This design comes from an exercise in tuning for small area and a short achievable clock period on the open sky130 flow, not from production work. At most, simulation tests tie the RTL to the original design; equivalence was not proved. Function not checked in run 1: the RTL went through the layout flow alone.

## flow/design.v (module list and top-level ports; edited modules follow where they fit)
// module fixed: 16 lines
// module fir: 736 lines
// module add_sk_20: 87 lines
// module add_rip_13: 9 lines
// module add_rip_14: 9 lines
// module add_o16: 72 lines
// module add_f11: 42 lines
module fir (
input [15:0] signal,
input clk,
output [15:0] out,
output [15:0] f1,
output [31:0] f2,f3,f4,
output [15:0] fo1
);
  // ...
==> flow/flow/run.sh <==
#!/bin/bash
# The standard layout (the standard.sh); the ports are buffered by flow/ports.tcl
# instead of by ORFS's own buffer_ports call.
bash standard.sh DONT_BUFFER_PORTS=1 POST_GLOBAL_PLACE_TCL="$PWD/flow/ports.tcl" finish > standard.log 2>&1
==> flow/flow/ports.tcl <==
# Port buffering, run right after global placement in place of ORFS's own
# buffer_ports: every input but the clock gets a buf_4, every output a buf_1.
buffer_ports -inputs -buffer_cell sky130_fd_sc_hd__buf_4
buffer_ports -outputs -buffer_cell sky130_fd_sc_hd__buf_1
==> flow/standard.sh <==
#!/bin/bash
# synth_recipe.tcl (not shown) runs the flow's synth.tcl, then flattens the netlist and writes it again
# the make line also repeats each setting of config.mk as NAME=value (left out here)
make -C /OpenROAD-flow-scripts/flow DESIGN_CONFIG=/design/flow/config.mk WORK_HOME=/design/flow/orfs CLKGATE_MAP_FILE= SYNTH_SCRIPT=/design/flow/synth_recipe.tcl "${@:-finish}"
==> flow/config.mk <==
export PLATFORM = sky130hd
export DESIGN_NAME = fir
export DESIGN_NICKNAME = fir
export VERILOG_FILES = /design/flow/design.v
export SDC_FILE = /design/flow/constraint.sdc
export NUM_CORES = 4
export LEC_CHECK = 0
export ABC_AREA = 1
export CAP_MARGIN = 20
export CORE_MARGIN = 2
export CORE_UTILIZATION = 40
export CTS_CLUSTER_DIAMETER = 60
export CTS_CLUSTER_SIZE = 40
export SLEW_MARGIN = 20
==> flow/constraint.sdc <==
create_clock -name core_clock -period 30.0 [get_ports {clk}]
set_input_delay 6.0000 -clock core_clock [delete_from_list [all_inputs] [get_ports {clk}]]
set_output_delay 6.0000 -clock core_clock [all_outputs]
set_load 0.01 [all_outputs]
==> results.yml, run 1 <==
global_routing:
  grt_pass1_wl_microns: 75700
  grt_overflow: 0
setup_path:
  crit_path_frequent_cell: "inv_1"
  critical_path_class: "flop to primary output"
  startpoint_type: "flop"
  cp_max_fo: 7
layout:
  largest_reg_flops: 21
  fill_cells: 4950
  top_area_cell_class: "multi-input combinational cells"
timing:
  finalMaxSlewViolations: 0
  worstMarginPinSlew_ns: 1.06
  setup_violations: 0
  hold_ws_ns: 0.414
outcome:
  status: "finished clean"
clock_tree:
  clk_latency_ns: 0.62
  cts.htree.levels: 1
  clk_pin_slew_ns: 0.08
  cts_buffers: 31
route:
  via_count: 13813
  drt.antenna.violating_nets: 0
  first_pass_iters: 5
yosys:
  synth.most_common_cell: "inv_1"
floorplanning:
  ioPinCount: 161
  die_x_microns: 233
==> module fir, before the edit <==
module fir (
input [15:0] signal,
input clk,
output [15:0] out,
output [15:0] f1,
output [31:0] f2,f3,f4,
output [15:0] fo1
);
wire sign = signal[15];
wire expo_sign = signal[14];
wire [3:0] e = signal[13:10];
wire [11:0] w = {1'b1, signal[9:0], 1'b0};
wire [26:0] wl = {15'b0, w} << e;
wire [11:0] wr = w >> e;
wire left = expo_sign & (e != 4'd0);
wire zero = (signal == 16'b0);
wire [14:0] fv = zero ? 15'b0 : (left ? wl[16:2] : {3'b0, wr});
wire fz = (fv == 15'b0);
wire [15:0] mg = {sign & fz, fv};
wire [19:0] sx = {20{~sign}};
wire signed [15:0] xq_a = {1'b0, fv ^ {15{sign}}};
wire signed [15:0] xq_b = 16'sd0;
wire signed [15:0] xq;
wire [15:0] xq__p = xq_a ^ xq_b;
wire [15:0] xq__g0 = xq_a & xq_b;
wire [15:0] xq__g = {xq__g0[15:1], xq__g0[0] | (xq__p[0] & (sign))};
wire xq__G1 = xq__g[1] | (xq__p[1] & xq__g[0]);
wire xq__P1 = xq__p[1] & xq__p[0];
wire xq__G2 = xq__g[3] | (xq__p[3] & xq__g[2]);
wire xq__P2 = xq__p[3] & xq__p[2];
wire xq__G3 = xq__g[5] | (xq__p[5] & xq__g[4]);
wire xq__P3 = xq__p[5] & xq__p[4];
wire xq__G4 = xq__g[7] | (xq__p[7] & xq__g[6]);
wire xq__P4 = xq__p[7] & xq__p[6];
wire xq__G5 = xq__g[9] | (xq__p[9] & xq__g[8]);
wire xq__P5 = xq__p[9] & xq__p[8];
wire xq__G6 = xq__g[11] | (xq__p[11] & xq__g[10]);
wire xq__P6 = xq__p[11] & xq__p[10];
wire xq__G7 = xq__g[13] | (xq__p[13] & xq__g[12]);
wire xq__P7 = xq__p[13] & xq__p[12];
wire xq__G8 = xq__g[15] | (xq__p[15] & xq__g[14]);
wire xq__P8 = xq__p[15] & xq__p[14];
wire xq__G9 = xq__g[2] | (xq__p[2] & xq__G1);
wire xq__P9 = xq__p[2] & xq__P1;
wire xq__G10 = xq__G2 | (xq__P2 & xq__G1);
wire xq__P10 = xq__P2 & xq__P1;
wire xq__G11 = xq__g[6] | (xq__p[6] & xq__G3);
wire xq__P11 = xq__p[6] & xq__P3;
wire xq__G12 = xq__G4 | (xq__P4 & xq__G3);
wire xq__P12 = xq__P4 & xq__P3;
wire xq__G13 = xq__g[10] | (xq__p[10] & xq__G5);
wire xq__P13 = xq__p[10] & xq__P5;
wire xq__G14 = xq__G6 | (xq__P6 & xq__G5);
wire xq__P14 = xq__P6 & xq__P5;
wire xq__G15 = xq__g[14] | (xq__p[14] & xq__G7);
wire xq__P15 = xq__p[14] & xq__P7;
wire xq__G16 = xq__G8 | (xq__P8 & xq__G7);
wire xq__P16 = xq__P8 & xq__P7;
wire xq__G17 = xq__g[4] | (xq__p[4] & xq__G10);
wire xq__P17 = xq__p[4] & xq__P10;
wire xq__G18 = xq__G3 | (xq__P3 & xq__G10);
wire xq__P18 = xq__P3 & xq__P10;
wire xq__G19 = xq__G11 | (xq__P11 & xq__G10);
wire xq__P19 = xq__P11 & xq__P10;
wire xq__G20 = xq__G12 | (xq__P12 & xq__G10);
wire xq__P20 = xq__P12 & xq__P10;
wire xq__G21 = xq__g[12] | (xq__p[12] & xq__G14);
wire xq__P21 = xq__p[12] & xq__P14;
wire xq__G22 = xq__G7 | (xq__P7 & xq__G14);
wire xq__P22 = xq__P7 & xq__P14;
wire xq__G23 = xq__G15 | (xq__P15 & xq__G14);
wire xq__P23 = xq__P15 & xq__P14;
wire xq__G24 = xq__G16 | (xq__P16 & xq__G14);
wire xq__P24 = xq__P16 & xq__P14;
wire xq__G25 = xq__g[8] | (xq__p[8] & xq__G20);
wire xq__P25 = xq__p[8] & xq__P20;
wire xq__G26 = xq__G5 | (xq__P5 & xq__G20);
wire xq__P26 = xq__P5 & xq__P20;
wire xq__G27 = xq__G13 | (xq__P13 & xq__G20);
wire xq__P27 = xq__P13 & xq__P20;
wire xq__G28 = xq__G14 | (xq__P14 & xq__G20);
wire xq__P28 = xq__P14 & xq__P20;
wire xq__G29 = xq__G21 | (xq__P21 & xq__G20);
wire xq__P29 = xq__P21 & xq__P20;
wire xq__G30 = xq__G22 | (xq__P22 & xq__G20);
wire xq__P30 = xq__P22 & xq__P20;
wire xq__G31 = xq__G23 | (xq__P23 & xq__G20);
wire xq__P31 = xq__P23 & xq__P20;
wire xq__G32 = xq__G24 | (xq__P24 & xq__G20);
wire xq__P32 = xq__P24 & xq__P20;
wire [16:0] xq__c = {xq__G32, xq__G31, xq__G30, xq__G29, xq__G28, xq__G27, xq__G26, xq__G25, xq__G20, xq__G19, xq__G18, xq__G17, xq__G10, xq__G9, xq__G1, xq__g[0], (sign)};
assign xq = xq__p ^ xq__c[15:0];
wire signed [15:0] xin = {sign, xq[14:0]};
wire signed [19:0] nc_x = {1'b0, mg, 3'b0} ^ sx;
wire signed [19:0] nc_y = {4'b0, mg} ^ sx;
wire signed [19:0] nc_z = {18'b0, ~sign, 1'b0};
wire signed [19:0] nc_s = nc_x ^ nc_y ^ nc_z;
wire [19:0] nc_m = (nc_x & nc_y) | (nc_x & nc_z) | (nc_y & nc_z);
wire signed [19:0] nin_a = nc_s;
wire signed [19:0] nin_b = {nc_m[18:0], 1'b0};
wire signed [19:0] nin;
add_sk_20 i_nin (.a(nin_a), .b(nin_b), .ci(1'b0), .s(nin));
reg signed [15:0] x;
reg signed [19:0] n;           
always @(posedge clk) begin
  x <= xin;
  n <= nin;
end
wire signed [18:0] m5_a = n;
wire signed [18:0] m5_b = x <<< 2;
wire signed [18:0] m5;
wire [18:0] m5__p = m5_a ^ m5_b;
wire [18:0] m5__g0 = m5_a & m5_b;
wire [18:0] m5__g = {m5__g0[18:1], m5__g0[0] | (m5__p[0] & (1'b0))};
wire m5__G1 = m5__g[1] | (m5__p[1] & m5__g[0]);
wire m5__P1 = m5__p[1] & m5__p[0];
wire m5__G2 = m5__g[3] | (m5__p[3] & m5__g[2]);
wire m5__P2 = m5__p[3] & m5__p[2];
wire m5__G3 = m5__g[5] | (m5__p[5] & m5__g[4]);
wire m5__P3 = m5__p[5] & m5__p[4];
wire m5__G4 = m5__g[7] | (m5__p[7] & m5__g[6]);
wire m5__P4 = m5__p[7] & m5__p[6];
wire m5__G5 = m5__g[9] | (m5__p[9] & m5__g[8]);
wire m5__P5 = m5__p[9] & m5__p[8];
wire m5__G6 = m5__g[11] | (m5__p[11] & m5__g[10]);
wire m5__P6 = m5__p[11] & m5__p[10];
wire m5__G7 = m5__g[13] | (m5__p[13] & m5__g[12]);
wire m5__P7 = m5__p[13] & m5__p[12];
wire m5__G8 = m5__g[15] | (m5__p[15] & m5__g[14]);
wire m5__P8 = m5__p[15] & m5__p[14];
wire m5__G9 = m5__g[17] | (m5__p[17] & m5__g[16]);
wire m5__P9 = m5__p[17] & m5__p[16];
wire m5__G10 = m5__g[2] | (m5__p[2] & m5__G1);
wire m5__P10 = m5__p[2] & m5__P1;
wire m5__G11 = m5__G2 | (m5__P2 & m5__G1);
wire m5__P11 = m5__P2 & m5__P1;
wire m5__G12 = m5__g[6] | (m5__p[6] & m5__G3);
wire m5__P12 = m5__p[6] & m5__P3;
wire m5__G13 = m5__G4 | (m5__P4 & m5__G3);
wire m5__P13 = m5__P4 & m5__P3;
wire m5__G14 = m5__g[10] | (m5__p[10] & m5__G5);
wire m5__P14 = m5__p[10] & m5__P5;
wire m5__G15 = m5__G6 | (m5__P6 & m5__G5);
wire m5__P15 = m5__P6 & m5__P5;
wire m5__G16 = m5__g[14] | (m5__p[14] & m5__G7);
wire m5__P16 = m5__p[14] & m5__P7;
wire m5__G17 = m5__G8 | (m5__P8 & m5__G7);
wire m5__P17 = m5__P8 & m5__P7;
wire m5__G18 = m5__g[18] | (m5__p[18] & m5__G9);
wire m5__P18 = m5__p[18] & m5__P9;
wire m5__G19 = m5__g[4] | (m5__p[4] & m5__G11);
wire m5__P19 = m5__p[4] & m5__P11;
wire m5__G20 = m5__G3 | (m5__P3 & m5__G11);
wire m5__P20 = m5__P3 & m5__P11;
wire m5__G21 = m5__G12 | (m5__P12 & m5__G11);
wire m5__P21 = m5__P12 & m5__P11;
wire m5__G22 = m5__G13 | (m5__P13 & m5__G11);
wire m5__P22 = m5__P13 & m5__P11;
wire m5__G23 = m5__g[12] | (m5__p[12] & m5__G15);
wire m5__P23 = m5__p[12] & m5__P15;
wire m5__G24 = m5__G7 | (m5__P7 & m5__G15);
wire m5__P24 = m5__P7 & m5__P15;
wire m5__G25 = m5__G16 | (m5__P16 & m5__G15);
wire m5__P25 = m5__P16 & m5__P15;
wire m5__G26 = m5__G17 | (m5__P17 & m5__G15);
wire m5__P26 = m5__P17 & m5__P15;
wire m5__G27 = m5__g[8] | (m5__p[8] & m5__G22);
wire m5__P27 = m5__p[8] & m5__P22;
wire m5__G28 = m5__G5 | (m5__P5 & m5__G22);
wire m5__P28 = m5__P5 & m5__P22;
wire m5__G29 = m5__G14 | (m5__P14 & m5__G22);
wire m5__P29 = m5__P14 & m5__P22;
wire m5__G30 = m5__G15 | (m5__P15 & m5__G22);
wire m5__P30 = m5__P15 & m5__P22;
wire m5__G31 = m5__G23 | (m5__P23 & m5__G22);
wire m5__P31 = m5__P23 & m5__P22;
wire m5__G32 = m5__G24 | (m5__P24 & m5__G22);
wire m5__P32 = m5__P24 & m5__P22;
wire m5__G33 = m5__G25 | (m5__P25 & m5__G22);
wire m5__P33 = m5__P25 & m5__P22;
wire m5__G34 = m5__G26 | (m5__P26 & m5__G22);
wire m5__P34 = m5__P26 & m5__P22;
wire m5__G35 = m5__g[16] | (m5__p[16] & m5__G34);
wire m5__P35 = m5__p[16] & m5__P34;
wire m5__G36 = m5__G9 | (m5__P9 & m5__G34);
wire m5__P36 = m5__P9 & m5__P34;
wire m5__G37 = m5__G18 | (m5__P18 & m5__G34);
wire m5__P37 = m5__P18 & m5__P34;
wire [19:0] m5__c = {m5__G37, m5__G36, m5__G35, m5__G34, m5__G33, m5__G32, m5__G31, m5__G30, m5__G29, m5__G28, m5__G27, m5__G22, m5__G21, m5__G20, m5__G19, m5__G11, m5__G10, m5__G1, m5__g[0], (1'b0)};
assign m5 = m5__p ^ m5__c[18:0];
wire signed [19:0] m11_a = n;
wire signed [19:0] m11_b = ~(x <<< 1);
wire signed [19:0] m11;
wire [19:0] m11__p = m11_a ^ m11_b;
wire [19:0] m11__g0 = m11_a & m11_b;
wire [19:0] m11__g = {m11__g0[19:1], m11__g0[0] | (m11__p[0] & (1'b1))};
wire m11__G1 = m11__g[1] | (m11__p[1] & m11__g[0]);
wire m11__P1 = m11__p[1] & m11__p[0];
wire m11__G2 = m11__g[3] | (m11__p[3] & m11__g[2]);
wire m11__P2 = m11__p[3] & m11__p[2];
wire m11__G3 = m11__g[5] | (m11__p[5] & m11__g[4]);
wire m11__P3 = m11__p[5] & m11__p[4];
wire m11__G4 = m11__g[7] | (m11__p[7] & m11__g[6]);
wire m11__P4 = m11__p[7] & m11__p[6];
wire m11__G5 = m11__g[9] | (m11__p[9] & m11__g[8]);
wire m11__P5 = m11__p[9] & m11__p[8];
wire m11__G6 = m11__g[11] | (m11__p[11] & m11__g[10]);
wire m11__P6 = m11__p[11] & m11__p[10];
wire m11__G7 = m11__g[13] | (m11__p[13] & m11__g[12]);
wire m11__P7 = m11__p[13] & m11__p[12];
wire m11__G8 = m11__g[15] | (m11__p[15] & m11__g[14]);
wire m11__P8 = m11__p[15] & m11__p[14];
wire m11__G9 = m11__g[17] | (m11__p[17] & m11__g[16]);
wire m11__P9 = m11__p[17] & m11__p[16];
wire m11__G10 = m11__g[19] | (m11__p[19] & m11__g[18]);
wire m11__P10 = m11__p[19] & m11__p[18];
wire m11__G11 = m11__g[2] | (m11__p[2] & m11__G1);
wire m11__P11 = m11__p[2] & m11__P1;
wire m11__G12 = m11__G2 | (m11__P2 & m11__G1);
wire m11__P12 = m11__P2 & m11__P1;
wire m11__G13 = m11__g[6] | (m11__p[6] & m11__G3);
wire m11__P13 = m11__p[6] & m11__P3;
wire m11__G14 = m11__G4 | (m11__P4 & m11__G3);
wire m11__P14 = m11__P4 & m11__P3;
wire m11__G15 = m11__g[10] | (m11__p[10] & m11__G5);
wire m11__P15 = m11__p[10] & m11__P5;
wire m11__G16 = m11__G6 | (m11__P6 & m11__G5);
wire m11__P16 = m11__P6 & m11__P5;
wire m11__G17 = m11__g[14] | (m11__p[14] & m11__G7);
wire m11__P17 = m11__p[14] & m11__P7;
wire m11__G18 = m11__G8 | (m11__P8 & m11__G7);
wire m11__P18 = m11__P8 & m11__P7;
wire m11__G19 = m11__g[18] | (m11__p[18] & m11__G9);
wire m11__P19 = m11__p[18] & m11__P9;
wire m11__G20 = m11__G10 | (m11__P10 & m11__G9);
wire m11__P20 = m11__P10 & m11__P9;
wire m11__G21 = m11__g[4] | (m11__p[4] & m11__G12);
wire m11__P21 = m11__p[4] & m11__P12;
wire m11__G22 = m11__G3 | (m11__P3 & m11__G12);
wire m11__P22 = m11__P3 & m11__P12;
wire m11__G23 = m11__G13 | (m11__P13 & m11__G12);
wire m11__P23 = m11__P13 & m11__P12;
wire m11__G24 = m11__G14 | (m11__P14 & m11__G12);
wire m11__P24 = m11__P14 & m11__P12;
wire m11__G25 = m11__g[12] | (m11__p[12] & m11__G16);
wire m11__P25 = m11__p[12] & m11__P16;
wire m11__G26 = m11__G7 | (m11__P7 & m11__G16);
wire m11__P26 = m11__P7 & m11__P16;
wire m11__G27 = m11__G17 | (m11__P17 & m11__G16);
wire m11__P27 = m11__P17 & m11__P16;
wire m11__G28 = m11__G18 | (m11__P18 & m11__G16);
wire m11__P28 = m11__P18 & m11__P16;
wire m11__G29 = m11__g[8] | (m11__p[8] & m11__G24);
wire m11__P29 = m11__p[8] & m11__P24;
wire m11__G30 = m11__G5 | (m11__P5 & m11__G24);
wire m11__P30 = m11__P5 & m11__P24;
wire m11__G31 = m11__G15 | (m11__P15 & m11__G24);
wire m11__P31 = m11__P15 & m11__P24;
wire m11__G32 = m11__G16 | (m11__P16 & m11__G24);
wire m11__P32 = m11__P16 & m11__P24;
wire m11__G33 = m11__G25 | (m11__P25 & m11__G24);
wire m11__P33 = m11__P25 & m11__P24;
wire m11__G34 = m11__G26 | (m11__P26 & m11__G24);
wire m11__P34 = m11__P26 & m11__P24;
wire m11__G35 = m11__G27 | (m11__P27 & m11__G24);
wire m11__P35 = m11__P27 & m11__P24;
wire m11__G36 = m11__G28 | (m11__P28 & m11__G24);
wire m11__P36 = m11__P28 & m11__P24;
wire m11__G37 = m11__g[16] | (m11__p[16] & m11__G36);
wire m11__P37 = m11__p[16] & m11__P36;
wire m11__G38 = m11__G9 | (m11__P9 & m11__G36);
wire m11__P38 = m11__P9 & m11__P36;
wire m11__G39 = m11__G19 | (m11__P19 & m11__G36);
wire m11__P39 = m11__P19 & m11__P36;
wire m11__G40 = m11__G20 | (m11__P20 & m11__G36);
wire m11__P40 = m11__P20 & m11__P36;
wire [20:0] m11__c = {m11__G40, m11__G39, m11__G38, m11__G37, m11__G36, m11__G35, m11__G34, m11__G33, m11__G32, m11__G31, m11__G30, m11__G29, m11__G24, m11__G23, m11__G22, m11__G21, m11__G12, m11__G11, m11__G1, m11__g[0], (1'b1)};
assign m11 = m11__p ^ m11__c[19:0];
wire signed [21:0] m45_a = n <<< 2;
wire signed [21:0] m45_b = n;
wire signed [21:0] m45;
wire [21:0] m45__p = m45_a ^ m45_b;
wire [21:0] m45__g0 = m45_a & m45_b;
wire [21:0] m45__g = {m45__g0[21:1], m45__g0[0] | (m45__p[0] & (1'b0))};
wire m45__G1 = m45__g[1] | (m45__p[1] & m45__g[0]);
wire m45__P1 = m45__p[1] & m45__p[0];
wire m45__G2 = m45__g[3] | (m45__p[3] & m45__g[2]);
wire m45__P2 = m45__p[3] & m45__p[2];
wire m45__G3 = m45__g[5] | (m45__p[5] & m45__g[4]);
wire m45__P3 = m45__p[5] & m45__p[4];
wire m45__G4 = m45__g[7] | (m45__p[7] & m45__g[6]);
wire m45__P4 = m45__p[7] & m45__p[6];
wire m45__G5 = m45__g[9] | (m45__p[9] & m45__g[8]);
wire m45__P5 = m45__p[9] & m45__p[8];
wire m45__G6 = m45__g[11] | (m45__p[11] & m45__g[10]);
wire m45__P6 = m45__p[11] & m45__p[10];
wire m45__G7 = m45__g[13] | (m45__p[13] & m45__g[12]);
wire m45__P7 = m45__p[13] & m45__p[12];
wire m45__G8 = m45__g[15] | (m45__p[15] & m45__g[14]);
wire m45__P8 = m45__p[15] & m45__p[14];
wire m45__G9 = m45__g[17] | (m45__p[17] & m45__g[16]);
wire m45__P9 = m45__p[17] & m45__p[16];
wire m45__G10 = m45__g[19] | (m45__p[19] & m45__g[18]);
wire m45__P10 = m45__p[19] & m45__p[18];
wire m45__G11 = m45__g[21] | (m45__p[21] & m45__g[20]);
wire m45__P11 = m45__p[21] & m45__p[20];
wire m45__G12 = m45__g[2] | (m45__p[2] & m45__G1);
wire m45__P12 = m45__p[2] & m45__P1;
wire m45__G13 = m45__G2 | (m45__P2 & m45__G1);
wire m45__P13 = m45__P2 & m45__P1;
wire m45__G14 = m45__g[6] | (m45__p[6] & m45__G3);
wire m45__P14 = m45__p[6] & m45__P3;
wire m45__G15 = m45__G4 | (m45__P4 & m45__G3);
wire m45__P15 = m45__P4 & m45__P3;
wire m45__G16 = m45__g[10] | (m45__p[10] & m45__G5);
wire m45__P16 = m45__p[10] & m45__P5;
wire m45__G17 = m45__G6 | (m45__P6 & m45__G5);
wire m45__P17 = m45__P6 & m45__P5;
wire m45__G18 = m45__g[14] | (m45__p[14] & m45__G7);
wire m45__P18 = m45__p[14] & m45__P7;
wire m45__G19 = m45__G8 | (m45__P8 & m45__G7);
wire m45__P19 = m45__P8 & m45__P7;
wire m45__G20 = m45__g[18] | (m45__p[18] & m45__G9);
wire m45__P20 = m45__p[18] & m45__P9;
wire m45__G21 = m45__G10 | (m45__P10 & m45__G9);
wire m45__P21 = m45__P10 & m45__P9;
wire m45__G22 = m45__g[4] | (m45__p[4] & m45__G13);
wire m45__P22 = m45__p[4] & m45__P13;
wire m45__G23 = m45__G3 | (m45__P3 & m45__G13);
wire m45__P23 = m45__P3 & m45__P13;
wire m45__G24 = m45__G14 | (m45__P14 & m45__G13);
wire m45__P24 = m45__P14 & m45__P13;
wire m45__G25 = m45__G15 | (m45__P15 & m45__G13);
wire m45__P25 = m45__P15 & m45__P13;
wire m45__G26 = m45__g[12] | (m45__p[12] & m45__G17);
wire m45__P26 = m45__p[12] & m45__P17;
wire m45__G27 = m45__G7 | (m45__P7 & m45__G17);
wire m45__P27 = m45__P7 & m45__P17;
wire m45__G28 = m45__G18 | (m45__P18 & m45__G17);
wire m45__P28 = m45__P18 & m45__P17;
wire m45__G29 = m45__G19 | (m45__P19 & m45__G17);
wire m45__P29 = m45__P19 & m45__P17;
wire m45__G30 = m45__g[20] | (m45__p[20] & m45__G21);
wire m45__P30 = m45__p[20] & m45__P21;
wire m45__G31 = m45__G11 | (m45__P11 & m45__G21);
wire m45__P31 = m45__P11 & m45__P21;
wire m45__G32 = m45__g[8] | (m45__p[8] & m45__G25);
wire m45__P32 = m45__p[8] & m45__P25;
wire m45__G33 = m45__G5 | (m45__P5 & m45__G25);
wire m45__P33 = m45__P5 & m45__P25;
wire m45__G34 = m45__G16 | (m45__P16 & m45__G25);
wire m45__P34 = m45__P16 & m45__P25;
wire m45__G35 = m45__G17 | (m45__P17 & m45__G25);
wire m45__P35 = m45__P17 & m45__P25;
wire m45__G36 = m45__G26 | (m45__P26 & m45__G25);
wire m45__P36 = m45__P26 & m45__P25;
wire m45__G37 = m45__G27 | (m45__P27 & m45__G25);
wire m45__P37 = m45__P27 & m45__P25;
wire m45__G38 = m45__G28 | (m45__P28 & m45__G25);
wire m45__P38 = m45__P28 & m45__P25;
wire m45__G39 = m45__G29 | (m45__P29 & m45__G25);
wire m45__P39 = m45__P29 & m45__P25;
wire m45__G40 = m45__g[16] | (m45__p[16] & m45__G39);
wire m45__P40 = m45__p[16] & m45__P39;
wire m45__G41 = m45__G9 | (m45__P9 & m45__G39);
wire m45__P41 = m45__P9 & m45__P39;
wire m45__G42 = m45__G20 | (m45__P20 & m45__G39);
wire m45__P42 = m45__P20 & m45__P39;
wire m45__G43 = m45__G21 | (m45__P21 & m45__G39);
wire m45__P43 = m45__P21 & m45__P39;
wire m45__G44 = m45__G30 | (m45__P30 & m45__G39);
wire m45__P44 = m45__P30 & m45__P39;
wire m45__G45 = m45__G31 | (m45__P31 & m45__G39);
wire m45__P45 = m45__P31 & m45__P39;
wire [22:0] m45__c = {m45__G45, m45__G44, m45__G43, m45__G42, m45__G41, m45__G40, m45__G39, m45__G38, m45__G37, m45__G36, m45__G35, m45__G34, m45__G33, m45__G32, m45__G25, m45__G24, m45__G23, m45__G22, m45__G13, m45__G12, m45__G1, m45__g[0], (1'b0)};
assign m45 = m45__p ^ m45__c[21:0];
reg signed [9:0] ndh;          
reg nz;                        
reg signed [18:0] m5d;         
reg signed [21:0] m45d;        
reg signed [19:0] m11d;        
reg signed [19:0] r4;          
always @(posedge clk) begin
  ndh <= n[19:10];
  nz <= ~|n[9:0];
  m5d <= m5;
  m45d <= m45;
  m11d <= m11;
  r4 <= {m5d, 1'b0};
end
wire [23:0] p205_a = m45d;
wire [23:0] p205_b = m5d <<< 5;
wire p205_ci = 1'b0;
wire [10:0] p205_g = p205_a[10:0] & p205_b[10:0];
wire [10:0] p205_p = p205_a[10:0] | p205_b[10:0];
wire [11:0] p205_c;
wire p205_G1 = p205_g[0] | (p205_p[0] & p205_ci);
wire p205_G2 = p205_g[2] | (p205_p[2] & p205_g[1]);
wire p205_P2 = p205_p[2] & p205_p[1];
wire p205_G3 = p205_g[4] | (p205_p[4] & p205_g[3]);
wire p205_P3 = p205_p[4] & p205_p[3];
wire p205_G4 = p205_g[6] | (p205_p[6] & p205_g[5]);
wire p205_P4 = p205_p[6] & p205_p[5];
wire p205_G5 = p205_g[8] | (p205_p[8] & p205_g[7]);
wire p205_P5 = p205_p[8] & p205_p[7];
wire p205_G6 = p205_g[10] | (p205_p[10] & p205_g[9]);
wire p205_P6 = p205_p[10] & p205_p[9];
wire p205_G7 = p205_G2 | (p205_P2 & p205_G1);
wire p205_G8 = p205_G4 | (p205_P4 & p205_G3);
wire p205_P8 = p205_P4 & p205_P3;
wire p205_G9 = p205_G6 | (p205_P6 & p205_G5);
wire p205_P9 = p205_P6 & p205_P5;
wire p205_G10 = p205_G8 | (p205_P8 & p205_G7);
wire p205_G11 = p205_G9 | (p205_P9 & p205_G10);
assign p205_c[11] = p205_G11;
wire [10:0] p205_k = {p205_p[9:0], p205_ci};
wire p205_z = &(~(p205_a[10:0] ^ p205_b[10:0] ^ p205_k));
wire [12:0] p205_hi;
add_rip_13 i_p205_hi (.a(p205_a[23:11]), .b(p205_b[23:11]), .ci(p205_c[11]), .s(p205_hi));
wire signed [24:0] c407_x = m11d <<< 5;
wire signed [24:0] c407_y = m45d;
wire signed [24:0] c407_z = m5d <<< 1;
wire signed [24:0] c407_s = c407_x ^ c407_y ^ c407_z;
wire [24:0] c407_m = (c407_x & c407_y) | (c407_x & c407_z) | (c407_y & c407_z);
wire [24:0] p407_a = c407_s;
wire [24:0] p407_b = {c407_m[23:0], 1'b0};
wire p407_ci = 1'b0;
wire [10:0] p407_g = p407_a[10:0] & p407_b[10:0];
wire [10:0] p407_p = p407_a[10:0] | p407_b[10:0];
wire [11:0] p407_c;
wire p407_G1 = p407_g[0] | (p407_p[0] & p407_ci);
wire p407_G2 = p407_g[2] | (p407_p[2] & p407_g[1]);
wire p407_P2 = p407_p[2] & p407_p[1];
wire p407_G3 = p407_g[4] | (p407_p[4] & p407_g[3]);
wire p407_P3 = p407_p[4] & p407_p[3];
wire p407_G4 = p407_g[6] | (p407_p[6] & p407_g[5]);
wire p407_P4 = p407_p[6] & p407_p[5];
wire p407_G5 = p407_g[8] | (p407_p[8] & p407_g[7]);
wire p407_P5 = p407_p[8] & p407_p[7];
wire p407_G6 = p407_g[10] | (p407_p[10] & p407_g[9]);
wire p407_P6 = p407_p[10] & p407_p[9];
wire p407_G7 = p407_G2 | (p407_P2 & p407_G1);
wire p407_G8 = p407_G4 | (p407_P4 & p407_G3);
wire p407_P8 = p407_P4 & p407_P3;
wire p407_G9 = p407_G6 | (p407_P6 & p407_G5);
wire p407_P9 = p407_P6 & p407_P5;
wire p407_G10 = p407_G8 | (p407_P8 & p407_G7);
wire p407_G11 = p407_G9 | (p407_P9 & p407_G10);
assign p407_c[11] = p407_G11;
wire [10:0] p407_k = {p407_p[9:0], p407_ci};
wire p407_z = &(~(p407_a[10:0] ^ p407_b[10:0] ^ p407_k));
wire [13:0] p407_hi;
add_rip_14 i_p407_hi (.a(p407_a[24:11]), .b(p407_b[24:11]), .ci(p407_c[11]), .s(p407_hi));
wire signed [24:0] c327_x = m11d <<< 5;
wire signed [24:0] c327_y = ~(m5d <<< 2);
wire signed [24:0] c327_z = ~m5d;
wire signed [24:0] c327_s = c327_x ^ c327_y ^ c327_z;
wire [24:0] c327_m = (c327_x & c327_y) | (c327_x & c327_z) | (c327_y & c327_z);
wire [24:0] p327_a = c327_s;
wire [24:0] p327_b = {c327_m[23:0], 1'b1};
wire p327_ci = 1'b1;
wire [10:0] p327_g = p327_a[10:0] & p327_b[10:0];
wire [10:0] p327_p = p327_a[10:0] | p327_b[10:0];
wire [11:0] p327_c;
wire p327_G1 = p327_g[0] | (p327_p[0] & p327_ci);
wire p327_G2 = p327_g[2] | (p327_p[2] & p327_g[1]);
wire p327_P2 = p327_p[2] & p327_p[1];
wire p327_G3 = p327_g[4] | (p327_p[4] & p327_g[3]);
wire p327_P3 = p327_p[4] & p327_p[3];
wire p327_G4 = p327_g[6] | (p327_p[6] & p327_g[5]);
wire p327_P4 = p327_p[6] & p327_p[5];
wire p327_G5 = p327_g[8] | (p327_p[8] & p327_g[7]);
wire p327_P5 = p327_p[8] & p327_p[7];
wire p327_G6 = p327_g[10] | (p327_p[10] & p327_g[9]);
wire p327_P6 = p327_p[10] & p327_p[9];
wire p327_G7 = p327_G2 | (p327_P2 & p327_G1);
wire p327_G8 = p327_G4 | (p327_P4 & p327_G3);
wire p327_P8 = p327_P4 & p327_P3;
wire p327_G9 = p327_G6 | (p327_P6 & p327_G5);
wire p327_P9 = p327_P6 & p327_P5;
wire p327_G10 = p327_G8 | (p327_P8 & p327_G7);
wire p327_G11 = p327_G9 | (p327_P9 & p327_G10);
assign p327_c[11] = p327_G11;
wire [10:0] p327_k = {p327_p[9:0], p327_ci};
wire p327_z = &(~(p327_a[10:0] ^ p327_b[10:0] ^ p327_k));
wire [13:0] p327_hi;
add_rip_14 i_p327_hi (.a(p327_a[24:11]), .b(p327_b[24:11]), .ci(p327_c[11]), .s(p327_hi));
wire signed [8:0]  t9   = ndh[9:1];
wire signed [8:0]  t11  = m11d[19:11];
wire signed [8:0]  t10  = m5d[18:10];
wire signed [9:0]  c18  = ~ndh;           wire z18  = nz;
wire signed [11:0] c90  = ~m45d[21:10];   wire z90  = ~|m45d[9:0];
wire signed [12:0] c205 = ~p205_hi;   wire z205 = p205_z;
wire signed [13:0] c327 = ~p327_hi;   wire z327 = p327_z;
wire signed [13:0] c407 = ~p407_hi;   wire z407 = p407_z;
reg signed [8:0] v15;
reg signed [9:0] v14;
reg signed [9:0] v13;
reg signed [10:0] v12;
reg signed [12:0] v11;
reg signed [13:0] v10;
reg signed [14:0] v9;
reg signed [15:0] v8;
reg signed [15:0] v7;
reg signed [15:0] v6;
reg signed [15:0] v5;
reg signed [15:0] v4;
reg signed [15:0] v3;
wire signed [9:0] v14_n_a = t11;
wire signed [9:0] v14_n_b = v15;
wire signed [9:0] v14_n;
wire [10:0] v14_n__c;
assign v14_n__c[0] = (1'b0);
genvar v14_n__i;
generate for (v14_n__i = 0; v14_n__i < 10; v14_n__i = v14_n__i + 1) begin : v14_n__r
  assign v14_n[v14_n__i] = v14_n_a[v14_n__i] ^ v14_n_b[v14_n__i] ^ v14_n__c[v14_n__i];
  assign v14_n__c[v14_n__i+1] = (v14_n_a[v14_n__i] & v14_n_b[v14_n__i]) | (v14_n_a[v14_n__i] & v14_n__c[v14_n__i]) | (v14_n_b[v14_n__i] & v14_n__c[v14_n__i]);
end endgenerate
wire signed [9:0] v13_n_a = t10;
wire signed [9:0] v13_n_b = v14;
wire signed [9:0] v13_n;
wire [10:0] v13_n__c;
assign v13_n__c[0] = (1'b0);
genvar v13_n__i;
generate for (v13_n__i = 0; v13_n__i < 10; v13_n__i = v13_n__i + 1) begin : v13_n__r
  assign v13_n[v13_n__i] = v13_n_a[v13_n__i] ^ v13_n_b[v13_n__i] ^ v13_n__c[v13_n__i];
  assign v13_n__c[v13_n__i+1] = (v13_n_a[v13_n__i] & v13_n_b[v13_n__i]) | (v13_n_a[v13_n__i] & v13_n__c[v13_n__i]) | (v13_n_b[v13_n__i] & v13_n__c[v13_n__i]);
end endgenerate
wire signed [10:0] v12_n_a = c18;
wire signed [10:0] v12_n_b = v13;
wire signed [10:0] v12_n;
wire [11:0] v12_n__c;
assign v12_n__c[0] = (z18);
genvar v12_n__i;
generate for (v12_n__i = 0; v12_n__i < 11; v12_n__i = v12_n__i + 1) begin : v12_n__r
  assign v12_n[v12_n__i] = v12_n_a[v12_n__i] ^ v12_n_b[v12_n__i] ^ v12_n__c[v12_n__i];
  assign v12_n__c[v12_n__i+1] = (v12_n_a[v12_n__i] & v12_n_b[v12_n__i]) | (v12_n_a[v12_n__i] & v12_n__c[v12_n__i]) | (v12_n_b[v12_n__i] & v12_n__c[v12_n__i]);
end endgenerate
wire signed [12:0] v11_n_a = c90;
wire signed [12:0] v11_n_b = v12;
wire signed [12:0] v11_n;
wire [13:0] v11_n__c;
assign v11_n__c[0] = (z90);
genvar v11_n__i;
generate for (v11_n__i = 0; v11_n__i < 13; v11_n__i = v11_n__i + 1) begin : v11_n__r
  assign v11_n[v11_n__i] = v11_n_a[v11_n__i] ^ v11_n_b[v11_n__i] ^ v11_n__c[v11_n__i];
  assign v11_n__c[v11_n__i+1] = (v11_n_a[v11_n__i] & v11_n_b[v11_n__i]) | (v11_n_a[v11_n__i] & v11_n__c[v11_n__i]) | (v11_n_b[v11_n__i] & v11_n__c[v11_n__i]);
end endgenerate
wire signed [13:0] v10_n_a = c205;
wire signed [13:0] v10_n_b = v11;
wire signed [13:0] v10_n;
wire [14:0] v10_n__c;
assign v10_n__c[0] = (z205);
genvar v10_n__i;
generate for (v10_n__i = 0; v10_n__i < 14; v10_n__i = v10_n__i + 1) begin : v10_n__r
  assign v10_n[v10_n__i] = v10_n_a[v10_n__i] ^ v10_n_b[v10_n__i] ^ v10_n__c[v10_n__i];
  assign v10_n__c[v10_n__i+1] = (v10_n_a[v10_n__i] & v10_n_b[v10_n__i]) | (v10_n_a[v10_n__i] & v10_n__c[v10_n__i]) | (v10_n_b[v10_n__i] & v10_n__c[v10_n__i]);
end endgenerate
wire signed [14:0] v9_n_a = c327;
wire signed [14:0] v9_n_b = v10;
wire signed [14:0] v9_n;
wire [15:0] v9_n__c;
assign v9_n__c[0] = (z327);
genvar v9_n__i;
generate for (v9_n__i = 0; v9_n__i < 15; v9_n__i = v9_n__i + 1) begin : v9_n__r
  assign v9_n[v9_n__i] = v9_n_a[v9_n__i] ^ v9_n_b[v9_n__i] ^ v9_n__c[v9_n__i];
  assign v9_n__c[v9_n__i+1] = (v9_n_a[v9_n__i] & v9_n_b[v9_n__i]) | (v9_n_a[v9_n__i] & v9_n__c[v9_n__i]) | (v9_n_b[v9_n__i] & v9_n__c[v9_n__i]);
end endgenerate
wire signed [15:0] v8_n_a = c407;
wire signed [15:0] v8_n_b = v9;
wire signed [15:0] v8_n;
wire [16:0] v8_n__c;
assign v8_n__c[0] = (z407);
genvar v8_n__i;
generate for (v8_n__i = 0; v8_n__i < 16; v8_n__i = v8_n__i + 1) begin : v8_n__r
  assign v8_n[v8_n__i] = v8_n_a[v8_n__i] ^ v8_n_b[v8_n__i] ^ v8_n__c[v8_n__i];
  assign v8_n__c[v8_n__i+1] = (v8_n_a[v8_n__i] & v8_n_b[v8_n__i]) | (v8_n_a[v8_n__i] & v8_n__c[v8_n__i]) | (v8_n_b[v8_n__i] & v8_n__c[v8_n__i]);
end endgenerate
wire signed [15:0] v7_n_a = c407;
wire signed [15:0] v7_n_b = v8;
wire signed [15:0] v7_n;
wire [16:0] v7_n__c;
assign v7_n__c[0] = (z407);
genvar v7_n__i;
generate for (v7_n__i = 0; v7_n__i < 16; v7_n__i = v7_n__i + 1) begin : v7_n__r
  assign v7_n[v7_n__i] = v7_n_a[v7_n__i] ^ v7_n_b[v7_n__i] ^ v7_n__c[v7_n__i];
  assign v7_n__c[v7_n__i+1] = (v7_n_a[v7_n__i] & v7_n_b[v7_n__i]) | (v7_n_a[v7_n__i] & v7_n__c[v7_n__i]) | (v7_n_b[v7_n__i] & v7_n__c[v7_n__i]);
end endgenerate
wire signed [15:0] v6_n_a = c327;
wire signed [15:0] v6_n_b = v7;
wire signed [15:0] v6_n;
wire [16:0] v6_n__c;
assign v6_n__c[0] = (z327);
genvar v6_n__i;
generate for (v6_n__i = 0; v6_n__i < 16; v6_n__i = v6_n__i + 1) begin : v6_n__r
  assign v6_n[v6_n__i] = v6_n_a[v6_n__i] ^ v6_n_b[v6_n__i] ^ v6_n__c[v6_n__i];
  assign v6_n__c[v6_n__i+1] = (v6_n_a[v6_n__i] & v6_n_b[v6_n__i]) | (v6_n_a[v6_n__i] & v6_n__c[v6_n__i]) | (v6_n_b[v6_n__i] & v6_n__c[v6_n__i]);
end endgenerate
wire signed [15:0] v5_n_a = c205;
wire signed [15:0] v5_n_b = v6;
wire signed [15:0] v5_n;
wire [16:0] v5_n__c;
assign v5_n__c[0] = (z205);
genvar v5_n__i;
generate for (v5_n__i = 0; v5_n__i < 16; v5_n__i = v5_n__i + 1) begin : v5_n__r
  assign v5_n[v5_n__i] = v5_n_a[v5_n__i] ^ v5_n_b[v5_n__i] ^ v5_n__c[v5_n__i];
  assign v5_n__c[v5_n__i+1] = (v5_n_a[v5_n__i] & v5_n_b[v5_n__i]) | (v5_n_a[v5_n__i] & v5_n__c[v5_n__i]) | (v5_n_b[v5_n__i] & v5_n__c[v5_n__i]);
end endgenerate
wire signed [15:0] v4_n_a = c90;
wire signed [15:0] v4_n_b = v5;
wire signed [15:0] v4_n;
wire [16:0] v4_n__c;
assign v4_n__c[0] = (z90);
genvar v4_n__i;
generate for (v4_n__i = 0; v4_n__i < 16; v4_n__i = v4_n__i + 1) begin : v4_n__r
  assign v4_n[v4_n__i] = v4_n_a[v4_n__i] ^ v4_n_b[v4_n__i] ^ v4_n__c[v4_n__i];
  assign v4_n__c[v4_n__i+1] = (v4_n_a[v4_n__i] & v4_n_b[v4_n__i]) | (v4_n_a[v4_n__i] & v4_n__c[v4_n__i]) | (v4_n_b[v4_n__i] & v4_n__c[v4_n__i]);
end endgenerate
wire signed [15:0] v3_n_a = c18;
wire signed [15:0] v3_n_b = v4;
wire signed [15:0] v3_n;
wire [16:0] v3_n__c;
assign v3_n__c[0] = (z18);
genvar v3_n__i;
generate for (v3_n__i = 0; v3_n__i < 16; v3_n__i = v3_n__i + 1) begin : v3_n__r
  assign v3_n[v3_n__i] = v3_n_a[v3_n__i] ^ v3_n_b[v3_n__i] ^ v3_n__c[v3_n__i];
  assign v3_n__c[v3_n__i+1] = (v3_n_a[v3_n__i] & v3_n_b[v3_n__i]) | (v3_n_a[v3_n__i] & v3_n__c[v3_n__i]) | (v3_n_b[v3_n__i] & v3_n__c[v3_n__i]);
end endgenerate
wire signed [8:0] t11x = m11[19:11];
wire signed [9:0] u_n_a = t11x;
wire signed [9:0] u_n_b = t10;
wire signed [9:0] u_n;
wire [10:0] u_n__c;
assign u_n__c[0] = (1'b0);
genvar u_n__i;
generate for (u_n__i = 0; u_n__i < 10; u_n__i = u_n__i + 1) begin : u_n__r
  assign u_n[u_n__i] = u_n_a[u_n__i] ^ u_n_b[u_n__i] ^ u_n__c[u_n__i];
  assign u_n__c[u_n__i+1] = (u_n_a[u_n__i] & u_n_b[u_n__i]) | (u_n_a[u_n__i] & u_n__c[u_n__i]) | (u_n_b[u_n__i] & u_n__c[u_n__i]);
end endgenerate
wire signed [15:0] cs1_x = t11x;
wire signed [15:0] cs1_y = t10;
wire signed [15:0] cs1_z = v3;
wire signed [15:0] cs1_s = cs1_x ^ cs1_y ^ cs1_z;
wire [15:0] cs1_m = (cs1_x & cs1_y) | (cs1_x & cs1_z) | (cs1_y & cs1_z);
wire signed [15:0] s1_n_a = cs1_s;
wire signed [15:0] s1_n_b = {cs1_m[14:0], 1'b0};
wire signed [15:0] s1_n;
wire [15:0] s1_n__p = s1_n_a ^ s1_n_b;
wire [15:0] s1_n__g0 = s1_n_a & s1_n_b;
wire [15:0] s1_n__g = {s1_n__g0[15:1], s1_n__g0[0] | (s1_n__p[0] & (1'b0))};
wire s1_n__G1 = s1_n__g[1] | (s1_n__p[1] & s1_n__g[0]);
wire s1_n__P1 = s1_n__p[1] & s1_n__p[0];
wire s1_n__G2 = s1_n__g[3] | (s1_n__p[3] & s1_n__g[2]);
wire s1_n__P2 = s1_n__p[3] & s1_n__p[2];
wire s1_n__G3 = s1_n__g[5] | (s1_n__p[5] & s1_n__g[4]);
wire s1_n__P3 = s1_n__p[5] & s1_n__p[4];
wire s1_n__G4 = s1_n__g[7] | (s1_n__p[7] & s1_n__g[6]);
wire s1_n__P4 = s1_n__p[7] & s1_n__p[6];
wire s1_n__G5 = s1_n__g[9] | (s1_n__p[9] & s1_n__g[8]);
wire s1_n__P5 = s1_n__p[9] & s1_n__p[8];
wire s1_n__G6 = s1_n__g[11] | (s1_n__p[11] & s1_n__g[10]);
wire s1_n__P6 = s1_n__p[11] & s1_n__p[10];
wire s1_n__G7 = s1_n__g[13] | (s1_n__p[13] & s1_n__g[12]);
wire s1_n__P7 = s1_n__p[13] & s1_n__p[12];
wire s1_n__G8 = s1_n__g[15] | (s1_n__p[15] & s1_n__g[14]);
wire s1_n__P8 = s1_n__p[15] & s1_n__p[14];
wire s1_n__G9 = s1_n__G2 | (s1_n__P2 & s1_n__G1);
wire s1_n__P9 = s1_n__P2 & s1_n__P1;
wire s1_n__G10 = s1_n__G4 | (s1_n__P4 & s1_n__G3);
wire s1_n__P10 = s1_n__P4 & s1_n__P3;
wire s1_n__G11 = s1_n__G6 | (s1_n__P6 & s1_n__G5);
wire s1_n__P11 = s1_n__P6 & s1_n__P5;
wire s1_n__G12 = s1_n__G8 | (s1_n__P8 & s1_n__G7);
wire s1_n__P12 = s1_n__P8 & s1_n__P7;
wire s1_n__G13 = s1_n__G10 | (s1_n__P10 & s1_n__G9);
wire s1_n__P13 = s1_n__P10 & s1_n__P9;
wire s1_n__G14 = s1_n__G12 | (s1_n__P12 & s1_n__G11);
wire s1_n__P14 = s1_n__P12 & s1_n__P11;
wire s1_n__G15 = s1_n__G14 | (s1_n__P14 & s1_n__G13);
wire s1_n__P15 = s1_n__P14 & s1_n__P13;
wire s1_n__G16 = s1_n__G11 | (s1_n__P11 & s1_n__G13);
wire s1_n__P16 = s1_n__P11 & s1_n__P13;
wire s1_n__G17 = s1_n__G3 | (s1_n__P3 & s1_n__G9);
wire s1_n__P17 = s1_n__P3 & s1_n__P9;
wire s1_n__G18 = s1_n__G5 | (s1_n__P5 & s1_n__G13);
wire s1_n__P18 = s1_n__P5 & s1_n__P13;
wire s1_n__G19 = s1_n__G7 | (s1_n__P7 & s1_n__G16);
wire s1_n__P19 = s1_n__P7 & s1_n__P16;
wire s1_n__G20 = s1_n__g[2] | (s1_n__p[2] & s1_n__G1);
wire s1_n__P20 = s1_n__p[2] & s1_n__P1;
wire s1_n__G21 = s1_n__g[4] | (s1_n__p[4] & s1_n__G9);
wire s1_n__P21 = s1_n__p[4] & s1_n__P9;
wire s1_n__G22 = s1_n__g[6] | (s1_n__p[6] & s1_n__G17);
wire s1_n__P22 = s1_n__p[6] & s1_n__P17;
wire s1_n__G23 = s1_n__g[8] | (s1_n__p[8] & s1_n__G13);
wire s1_n__P23 = s1_n__p[8] & s1_n__P13;
wire s1_n__G24 = s1_n__g[10] | (s1_n__p[10] & s1_n__G18);
wire s1_n__P24 = s1_n__p[10] & s1_n__P18;
wire s1_n__G25 = s1_n__g[12] | (s1_n__p[12] & s1_n__G16);
wire s1_n__P25 = s1_n__p[12] & s1_n__P16;
wire s1_n__G26 = s1_n__g[14] | (s1_n__p[14] & s1_n__G19);
wire s1_n__P26 = s1_n__p[14] & s1_n__P19;
wire [16:0] s1_n__c = {s1_n__G15, s1_n__G26, s1_n__G19, s1_n__G25, s1_n__G16, s1_n__G24, s1_n__G18, s1_n__G23, s1_n__G13, s1_n__G22, s1_n__G17, s1_n__G21, s1_n__G9, s1_n__G20, s1_n__G1, s1_n__g[0], (1'b0)};
assign s1_n = s1_n__p ^ s1_n__c[15:0];
reg signed [15:0] s1;
reg signed [9:0] u;
always @(posedge clk) begin
  v15 <= t9;
  v14 <= v14_n;
  v13 <= v13_n;
  v12 <= v12_n;
  v11 <= v11_n;
  v10 <= v10_n;
  v9 <= v9_n;
  v8 <= v8_n;
  v7 <= v7_n;
  v6 <= v6_n;
  v5 <= v5_n;
  v4 <= v4_n;
  v3 <= v3_n;
  u <= u_n;
  s1 <= s1_n;
end
wire signed [8:0] t0 = n[19:11];
wire [15:0] out_n;
add_o16 i_out (.a(s1), .bn(t0), .ci(1'b0), .s(out_n));
wire [10:0] fo1_s;
add_f11 i_fo1 (.a({u[9], u}), .bn(t0), .ci(1'b0), .s(fo1_s));
wire [15:0] fo1_n = {{5{fo1_s[10]}}, fo1_s};
assign out = out_n;
assign fo1 = fo1_n;
assign f1 = x;
assign f2 = {{12{n[19]}}, n};
assign f3 = {{12{m11d[19]}}, m11d};
assign f4 = {{12{r4[19]}}, r4};
endmodule
==> inputs of run 2 (changes only) <==
--- a/flow/design.v
+++ b/flow/design.v
@@ -511,2 +511,7 @@
 wire signed [13:0] c407 = ~p407_hi;   wire z407 = p407_z;
+wire signed [9:0]  p18  = ndh;
+wire signed [11:0] p90  = m45d[21:10];
+wire signed [12:0] p205h = p205_hi;
+wire signed [13:0] p327h = p327_hi;
+wire signed [13:0] p407h = p407_hi;
 reg signed [8:0] v15;
@@ -524,3 +529,3 @@
 reg signed [15:0] v3;
-wire signed [9:0] v14_n_a = t11;
+wire signed [9:0] v14_n_a = ~t11;
 wire signed [9:0] v14_n_b = v15;
@@ -528,3 +533,3 @@
 wire [10:0] v14_n__c;
-assign v14_n__c[0] = (1'b0);
+assign v14_n__c[0] = (1'b1);
 genvar v14_n__i;
@@ -534,3 +539,3 @@
 end endgenerate
-wire signed [9:0] v13_n_a = t10;
+wire signed [9:0] v13_n_a = ~t10;
 wire signed [9:0] v13_n_b = v14;
@@ -538,3 +543,3 @@
 wire [10:0] v13_n__c;
-assign v13_n__c[0] = (1'b0);
+assign v13_n__c[0] = (1'b1);
 genvar v13_n__i;
@@ -544,3 +549,3 @@
 end endgenerate
-wire signed [10:0] v12_n_a = c18;
+wire signed [10:0] v12_n_a = p18;
 wire signed [10:0] v12_n_b = v13;
@@ -548,3 +553,3 @@
 wire [11:0] v12_n__c;
-assign v12_n__c[0] = (z18);
+assign v12_n__c[0] = (~z18);
 genvar v12_n__i;
@@ -554,3 +559,3 @@
 end endgenerate
-wire signed [12:0] v11_n_a = c90;
+wire signed [12:0] v11_n_a = p90;
 wire signed [12:0] v11_n_b = v12;
@@ -558,3 +563,3 @@
 wire [13:0] v11_n__c;
-assign v11_n__c[0] = (z90);
+assign v11_n__c[0] = (~z90);
 genvar v11_n__i;
@@ -564,3 +569,3 @@
 end endgenerate
-wire signed [13:0] v10_n_a = c205;
+wire signed [13:0] v10_n_a = p205h;
 wire signed [13:0] v10_n_b = v11;
@@ -568,3 +573,3 @@
 wire [14:0] v10_n__c;
-assign v10_n__c[0] = (z205);
+assign v10_n__c[0] = (~z205);
 genvar v10_n__i;
@@ -574,3 +579,3 @@
 end endgenerate
-wire signed [14:0] v9_n_a = c327;
+wire signed [14:0] v9_n_a = p327h;
 wire signed [14:0] v9_n_b = v10;
@@ -578,3 +583,3 @@
 wire [15:0] v9_n__c;
-assign v9_n__c[0] = (z327);
+assign v9_n__c[0] = (~z327);
 genvar v9_n__i;
@@ -584,3 +589,3 @@
 end endgenerate
-wire signed [15:0] v8_n_a = c407;
+wire signed [15:0] v8_n_a = p407h;
 wire signed [15:0] v8_n_b = v9;
@@ -588,3 +593,3 @@
 wire [16:0] v8_n__c;
-assign v8_n__c[0] = (z407);
+assign v8_n__c[0] = (~z407);
 genvar v8_n__i;
@@ -594,3 +599,3 @@
 end endgenerate
-wire signed [15:0] v7_n_a = c407;
+wire signed [15:0] v7_n_a = p407h;
 wire signed [15:0] v7_n_b = v8;
@@ -598,3 +603,3 @@
 wire [16:0] v7_n__c;
-assign v7_n__c[0] = (z407);
+assign v7_n__c[0] = (~z407);
 genvar v7_n__i;
@@ -604,3 +609,3 @@
 end endgenerate
-wire signed [15:0] v6_n_a = c327;
+wire signed [15:0] v6_n_a = p327h;
 wire signed [15:0] v6_n_b = v7;
@@ -608,3 +613,3 @@
 wire [16:0] v6_n__c;
-assign v6_n__c[0] = (z327);
+assign v6_n__c[0] = (~z327);
 genvar v6_n__i;
@@ -614,3 +619,3 @@
 end endgenerate
-wire signed [15:0] v5_n_a = c205;
+wire signed [15:0] v5_n_a = p205h;
 wire signed [15:0] v5_n_b = v6;
@@ -618,3 +623,3 @@
 wire [16:0] v5_n__c;
-assign v5_n__c[0] = (z205);
+assign v5_n__c[0] = (~z205);
 genvar v5_n__i;
@@ -624,3 +629,3 @@
 end endgenerate
-wire signed [15:0] v4_n_a = c90;
+wire signed [15:0] v4_n_a = p90;
 wire signed [15:0] v4_n_b = v5;
@@ -628,3 +633,3 @@
 wire [16:0] v4_n__c;
-assign v4_n__c[0] = (z90);
+assign v4_n__c[0] = (~z90);
 genvar v4_n__i;
@@ -634,3 +639,3 @@
 end endgenerate
-wire signed [15:0] v3_n_a = c18;
+wire signed [15:0] v3_n_a = p18;
 wire signed [15:0] v3_n_b = v4;
@@ -638,3 +643,3 @@
 wire [16:0] v3_n__c;
-assign v3_n__c[0] = (z18);
+assign v3_n__c[0] = (~z18);
 genvar v3_n__i;
@@ -657,3 +662,3 @@
 wire signed [15:0] cs1_y = t10;
-wire signed [15:0] cs1_z = v3;
+wire signed [15:0] cs1_z = ~v3;
 wire signed [15:0] cs1_s = cs1_x ^ cs1_y ^ cs1_z;
@@ -723,3 +728,3 @@
 always @(posedge clk) begin
-  v15 <= t9;
+  v15 <= ~t9;
   v14 <= v14_n;
==> flow/flow/ports.tcl (replaced) <==
# Port buffering, run right after global placement in place of ORFS's own
# buffer_ports: every input but the clock gets a buf_8, every output a buf_1.
buffer_ports -inputs -buffer_cell sky130_fd_sc_hd__buf_8
buffer_ports -outputs -buffer_cell sky130_fd_sc_hd__buf_1
--- a/flow/config.mk
+++ b/flow/config.mk
@@ -14 +14,2 @@
 export SLEW_MARGIN = 20
+export SYNTH_HIERARCHICAL = 1
==> run 2 against run 1 <==
- hold slack worse by 0.0065 ns
- flip-flop and latch count unchanged
- critical path depth down 10
- core utilization up 0.26 points
- global-route usage up 0.18 points
- register-to-register slack better by 0.52 ns
==> results.yml, run 2 <==
place:
  preCtsSetupSlack_ns: 20.36
  numPortBuffers: 159
  dpl.hpwl_microns: 38600
outcome:
  status: "finished clean"
clock_tree:
  cts.htree.levels: 1
  clk_latency_ns: 0.59
  clockBufferDepth: 3
  cts_tree: "built"
  clockRootBuffer: "clkbuf_16"
  cts.sinks: 328
  post-cts-setup-buffer-count: 0
  clk_pin_slew_ns: 0.07
  cts-resized-gates: 0
  cts_hold_buf: 0
  cts_buffers: 28
layout:
  area_growth_pct: 10.9
  largest_reg_flops: 21
  top_register: "m45d"
  layout_commonest_cell: "inv_1"
  final_cell_mix: "inv_1, dfxtp_1, fa_1, nand2_1, ha_1"
  diodes: 0
  utilization_pct: 45.0
  drive_gt1_share_pct: 6.85
  reg.largest.list: "m45d x21, m11d x20, n x20"
  final_nets: 2683
  fill_cells: 4879
setup_path:
  cp-end-kind: "primary output"
  required_ns: 24.00
  startpoint_type: "flop"
  worstPathArrival_ns: 3.26
  crit_start: "n[11]"
  critical_path_class: "flop to primary output"
  cp_max_fo: 8
  reg2reg_from: "m11d[0]"
route:
  first_pass_iters: 5
  drt_iter0_drc: 796
  post_drt_wl_per_cell_microns: 16.1
  vias_per_cell: 4.60
  routed_wl_microns: 46400
  via_count: 13280
  drt.antenna.violating_nets: 0
  drc: 0
yosys:
  synth-edff-count: 0
  synthTopCellsByCount: "inv_1, dfxtp_1, fa_1"
  yosysWarnings: 7
  ys_seq_area_share_pct: 31.4
  synth_area_leaders: "dfxtp_1, fa_1, ha_1"
  synthCells: 2047
  async_flop_share_pct: 0
  ys.flop_type: "dfxtp_1"
  syn_area_per_cell_sq_um: 10.2
  synth_largest_area_cell: "dfxtp_1"
  synth.most_common_cell: "inv_1"
  ys_types: 49
  netlist_area_sq_um: 20900
  yosysTopAreaCellShare_pct: 31.4
  ys_seq_elements: 328
global_routing:
  grt_pass1_vias: 14111
  antenna_found_initial: 1
  grt_usage_pct: 17.9
  grt_overflow: 0
  grt_max_degree: 31
  grt_pass1_wl_microns: 75500
timing:
  finalCritPeriodShare_pct: 30.9
  setup_violations: 0
  skew_ns: 0.0338
  period_minus_slack_ns: 9.26
  worst_slack_ns: 20.74
  max_freq_mhz: 108
  rsz0062_at_grt: "no"
  tns_ns: 0
  slew_headroom_pct: 35.4
  worstMarginPinSlew_ns: 0.959
  finalMaxSlewViolations: 0
  hold_viol: 0
floorplanning:
  fp-row-count: 83
  die-area_sq_um: 54100
  fp.dieH_microns: 233
  start_util_pct: 40.6
  die_x_microns: 233
  core_area_sq_um: 51500
  ioPinCount: 161
hold_path:
  hold_path.class: "flop to flop"
  min_from: "m5d[6]"
flow_run:
  max_cap_violations: 0
==> run 2: final timing paths <==
path	to	slack, ns	cells past startpoint
worst max register to register	v6[15]	20.96	27
worst min register to register	r4[7]	0.41	0
worst max-delay path	out[9]	20.74	12
worst min-delay path	r4[7]	0.41	0
==> run 2: per-stage QoR <==
stage,cells,hold WS (ns),cell area [sq um]
after floorplan,2052,0.355,20900
after global placement,2674,0.380,21300
after detailed placement,2833,0.394,22100
after CTS,2885,0.405,23200
after global routing,2885,0.413,23200
final,2885,0.407,23200
==> run 2: critical path: stages (launching register included) <==
cell	delay, ns
dfxtp_1	0.61
inv_1	0.12
fa_1	0.37
inv_1	0.09
fa_1	0.19
nand3_1	0.10
nand3_2	0.14
nand2_1	0.11
nand2_4	0.16
inv_1	0.08
fa_1	0.38
xnor2_1	0.17
buf_1	0.16
==> run 2: cell families (layout without fill, tap and decap cells) <==
group	Yosys count	count (layout)	share of synthesized area [%]
buf+inv	441	594	8.98
simple gates	563	563	12.2
other cells	1	6	0.0179
flops	328	328	31.4
fa+ha+maj	483	483	39.4
xor+xnor	99	99	4.15
compound gates	132	132	3.84
==> run 2: routing by layer <==
metal  global-route usage (%)  vias up  part of all wire, %
li1                         -     6534                    -
met1                     24.9     6440                   47
met2                     30.3      248                   47
met3                     1.81       58                  3.3
met4                     3.90        0                  2.0
met5                        0        -                    0
==> run 2: per-module statistics from Yosys, one instance, submodules excluded <==
module | area [sq um] | copies in the design
add_f11 | 440 | 1
add_sk_20 | 905 | 1
add_o16 | 761 | 1
fir | 17900 | 1
add_rip_14 | 317 | 2
add_rip_13 | 299 | 1
==> run 2: cell type report <==
type / instances / area [sq um] / share of cell area, %
clock buffer: 30 / 728 / 3.14
clock inverter: 22 / 324 / 1.40
inverter: 379 / 1420 / 6.14
multi-input combinational: 1283 / 12500 / 53.8
sequential: 328 / 6570 / 28.3
tap: 680 / 851 / 3.67
timing repair buffer: 163 / 807 / 3.48
==> inputs of run 3 (changes only) <==
==> flow/flow/ports.tcl (replaced) <==
# Port buffering, run right after global placement in place of ORFS's own
# buffer_ports: every input but the clock gets a buf_4, every output a buf_1.
buffer_ports -inputs -buffer_cell sky130_fd_sc_hd__buf_4
buffer_ports -outputs -buffer_cell sky130_fd_sc_hd__buf_1
--- a/flow/config.mk
+++ b/flow/config.mk
@@ -11,4 +11,5 @@
 export CORE_UTILIZATION = 40
-export CTS_CLUSTER_DIAMETER = 60
-export CTS_CLUSTER_SIZE = 40
+export CTS_BUF_LIST = sky130_fd_sc_hd__clkbuf_16
+export CTS_CLUSTER_DIAMETER = 50
+export CTS_CLUSTER_SIZE = 60
 export SLEW_MARGIN = 20
==> run 3 against run 2 <==
- synthesized cell count did not move
- fmax grew 0.49%
- final area fell by 0.63%
- critical path type unchanged
- critical endpoint unchanged
- highest routed layer unchanged
==> results.yml, run 3 <==
global_routing:
  grt_pass1_vias: 14005
  grt_max_degree: 31
  grt_overflow: 0
  antenna_found_initial: 1
  grt_usage_pct: 17.8
  grt_pass1_wl_microns: 75100
clock_tree:
  clockRootBuffer: "clkbuf_16"
  cts-resized-gates: 0
  cts.sinks: 328
  clk_pin_slew_ns: 0.07
  cts_hold_buf: 0
  cts_tree: "built"
  clk_latency_ns: 0.58
  post-cts-setup-buffer-count: 0
  clockBufferDepth: 3
  cts.htree.levels: 1
  cts_buffers: 29
layout:
  final_cell_mix: "inv_1, dfxtp_1, fa_1, nand2_1, ha_1"
  final_nets: 2684
  drive_gt1_share_pct: 6.71
  largest_reg_flops: 21
  reg.largest.list: "m45d x21, m11d x20, n x20"
  top_register: "m45d"
  layout_commonest_cell: "inv_1"
  final_area_sq_um: 23000
  diodes: 0
  fill_cells: 4906
  area_growth_pct: 10.2
setup_path:
  worst_r2r_path_depth: 27
  cp_max_fo: 8
  worstPathArrival_ns: 3.22
  startpoint_type: "flop"
  required_ns: 24.00
  reg2reg_from: "m11d[0]"
  r2r_end: "v6[15]"
  critical_path_class: "flop to primary output"
  reg2reg_slack_ns: 20.91
  cp-end-kind: "primary output"
  crit_start: "n[11]"
timing:
  hold_viol: 0
  tns_ns: 0
  rsz0062_at_grt: "no"
  period_minus_slack_ns: 9.22
  skew_ns: 0.0112
  setup_violations: 0
  max_freq_mhz: 108
  slew_headroom_pct: 32.8
  finalCritPeriodShare_pct: 30.7
  worstMarginPinSlew_ns: 0.998
  finalMaxSlewViolations: 0
yosys:
  synthCells: 2047
  synth-edff-count: 0
  ys_seq_area_share_pct: 31.4
  yosysWarnings: 7
  async_flop_share_pct: 0
  ys_seq_elements: 328
  netlist_area_sq_um: 20900
  ys_types: 49
  synthTopCellsByCount: "inv_1, dfxtp_1, fa_1"
  ys.flop_type: "dfxtp_1"
  syn_area_per_cell_sq_um: 10.2
  synth.most_common_cell: "inv_1"
  yosysTopAreaCellShare_pct: 31.4
  synth_area_leaders: "dfxtp_1, fa_1, ha_1"
  synth_largest_area_cell: "dfxtp_1"
floorplanning:
  die-area_sq_um: 54100
  fp.dieH_microns: 233
  fp-row-count: 83
  core_area_sq_um: 51500
  ioPinCount: 161
  start_util_pct: 40.6
  die_x_microns: 233
outcome:
  status: "finished clean"
hold_path:
  hold_path.class: "flop to flop"
  min_from: "m5d[4]"
  hold_end: "r4[5]"
  min_path_cells: 0
route:
  drc: 0
  routed_wl_microns: 46200
  first_pass_iters: 5
  via_count: 13317
  post_drt_wl_per_cell_microns: 16.0
  drt_iter0_drc: 744
  drt.antenna.violating_nets: 0
  vias_per_cell: 4.61
place:
  numPortBuffers: 159
  dpl_cell_area_sq_um: 22000
  dpl.hpwl_microns: 38500
flow_run:
  max_cap_violations: 0
[run 3: how the worst max path moves through the flow]
| stage | cells past startpoint | slack [ns] | end |
|---|---|---|---|
| 6_report | 12 | 20.78 | out[9] |
| 5_1_grt | 27 | 20.38 | v6[15] |
| 4_1_cts | 12 | 20.69 | out[9] |
| 3_5_place_dp | 20 | 20.29 | n[17] |
| 3_3_place_gp | 19 | 20.60 | n[17] |
| 2_1_floorplan | 22 | 20.99 | n[17] |
[run 3: logic make-up (layout without fill, tap and decap cells)]
kind of cell,count (synthesis),after routing,synth area share [%]
adders and majority gates,483,483,39.4
other,1,6,0.0179
DFF,328,328,31.4
buffers and inverters,441,596,8.98
and+or+nand+nor,563,563,12.2
xor gates and xnor gates,99,99,4.15
AOI/OAI and AO/OA,132,132,3.84
[run 3: per-module statistics from Yosys, one instance, submodules excluded]
module	cell area, sq um	flip-flops and latches
add_f11	440	0
add_o16	761	0
add_rip_13	299	0
add_rip_14	317	0
add_sk_20	905	0
fir	17900	328
[run 3: metrics by stage]
step | setup slack (ns) | utilization [%] | cells | hold WS [ns]
CTS | 20.69 | 44.7 | 2887 | 0.397
floorplan | 20.99 | - | 2052 | 0.355
detailed placement | 20.29 | 42.7 | 2833 | 0.386
finish | 20.78 | 44.7 | 2887 | 0.392
global placement | 20.60 | 41.4 | 2674 | 0.380
global route | 20.38 | 44.7 | 2887 | 0.402
[run 3: cell type report]
cell class              count  area (sq um)  share of cell area, %
multi-input cells        1283         12500                   54.2
clock inverters            25           300                   1.30
flip-flops and latches    328          6570                   28.5
repair buffers            163           687                   2.98
well taps                 680           851                   3.69
clock buffers              29           726                   3.15
inverters                 379          1420                   6.18
[run 3: metal layers]
layer	track usage [%]	routed length (microns)	vias up	part of all wire [%]
li1	-	-	6522	-
met1	25.0	21700	6496	47
met4	4.66	1050	0	2.3
met3	1.74	1760	60	3.8
met5	0	0	-	0
met2	29.6	21700	239	47
[run 3: critical path, stage by stage (launching register included)]
cell and delay (ns):
dfxtp_1 0.57, inv_1 0.12, fa_1 0.38, inv_1 0.09, fa_1 0.19, nand3_1 0.10
nand3_2 0.14, nand2_1 0.11, nand2_4 0.16, inv_1 0.08, fa_1 0.38, xnor2_1 0.16
buf_1 0.16

-- static timing again, ports no longer ideal --
The flow's constraints put no driver on any port. The routed layouts listed below were extracted and timed again, unchanged, in two steps.
Step 1 assumes that a clkbuf_16 drives the clock port and a buf_2 every other input.
Step 2 adds t to the input delays and takes it off the output delays; t is the mean of the earliest and latest rising clock arrival at the registers after step 1. Input paths then give back, and output paths get back, about the clock's delay inside the block.
Three values: no drivers, after step 1, after step 2; two values: the first two.
| run | t, ns | slack for setup (ns) | worst register clock-pin slew, ns | worst data-port slew with drivers (ns) | pins driven straight from the clock port |
|---|---|---|---|---|---|
| run 1 | 0.663 | 19.822 / 19.763 / 19.270 | 0.09 / 0.09 | 0.04 | 1 |
| run 2 | 0.627 | 20.738 / 20.684 / 20.320 | 0.08 / 0.08 | 0.08 | 1 |
| run 3 | 0.633 | 20.783 / 20.729 / 20.248 | 0.08 / 0.08 | 0.04 | 1 |
After both steps setup and hold are still met in every run listed. The setup slack of run 1, which loses most, moves by -0.059 ns with the drivers and by -0.552 ns with both steps.
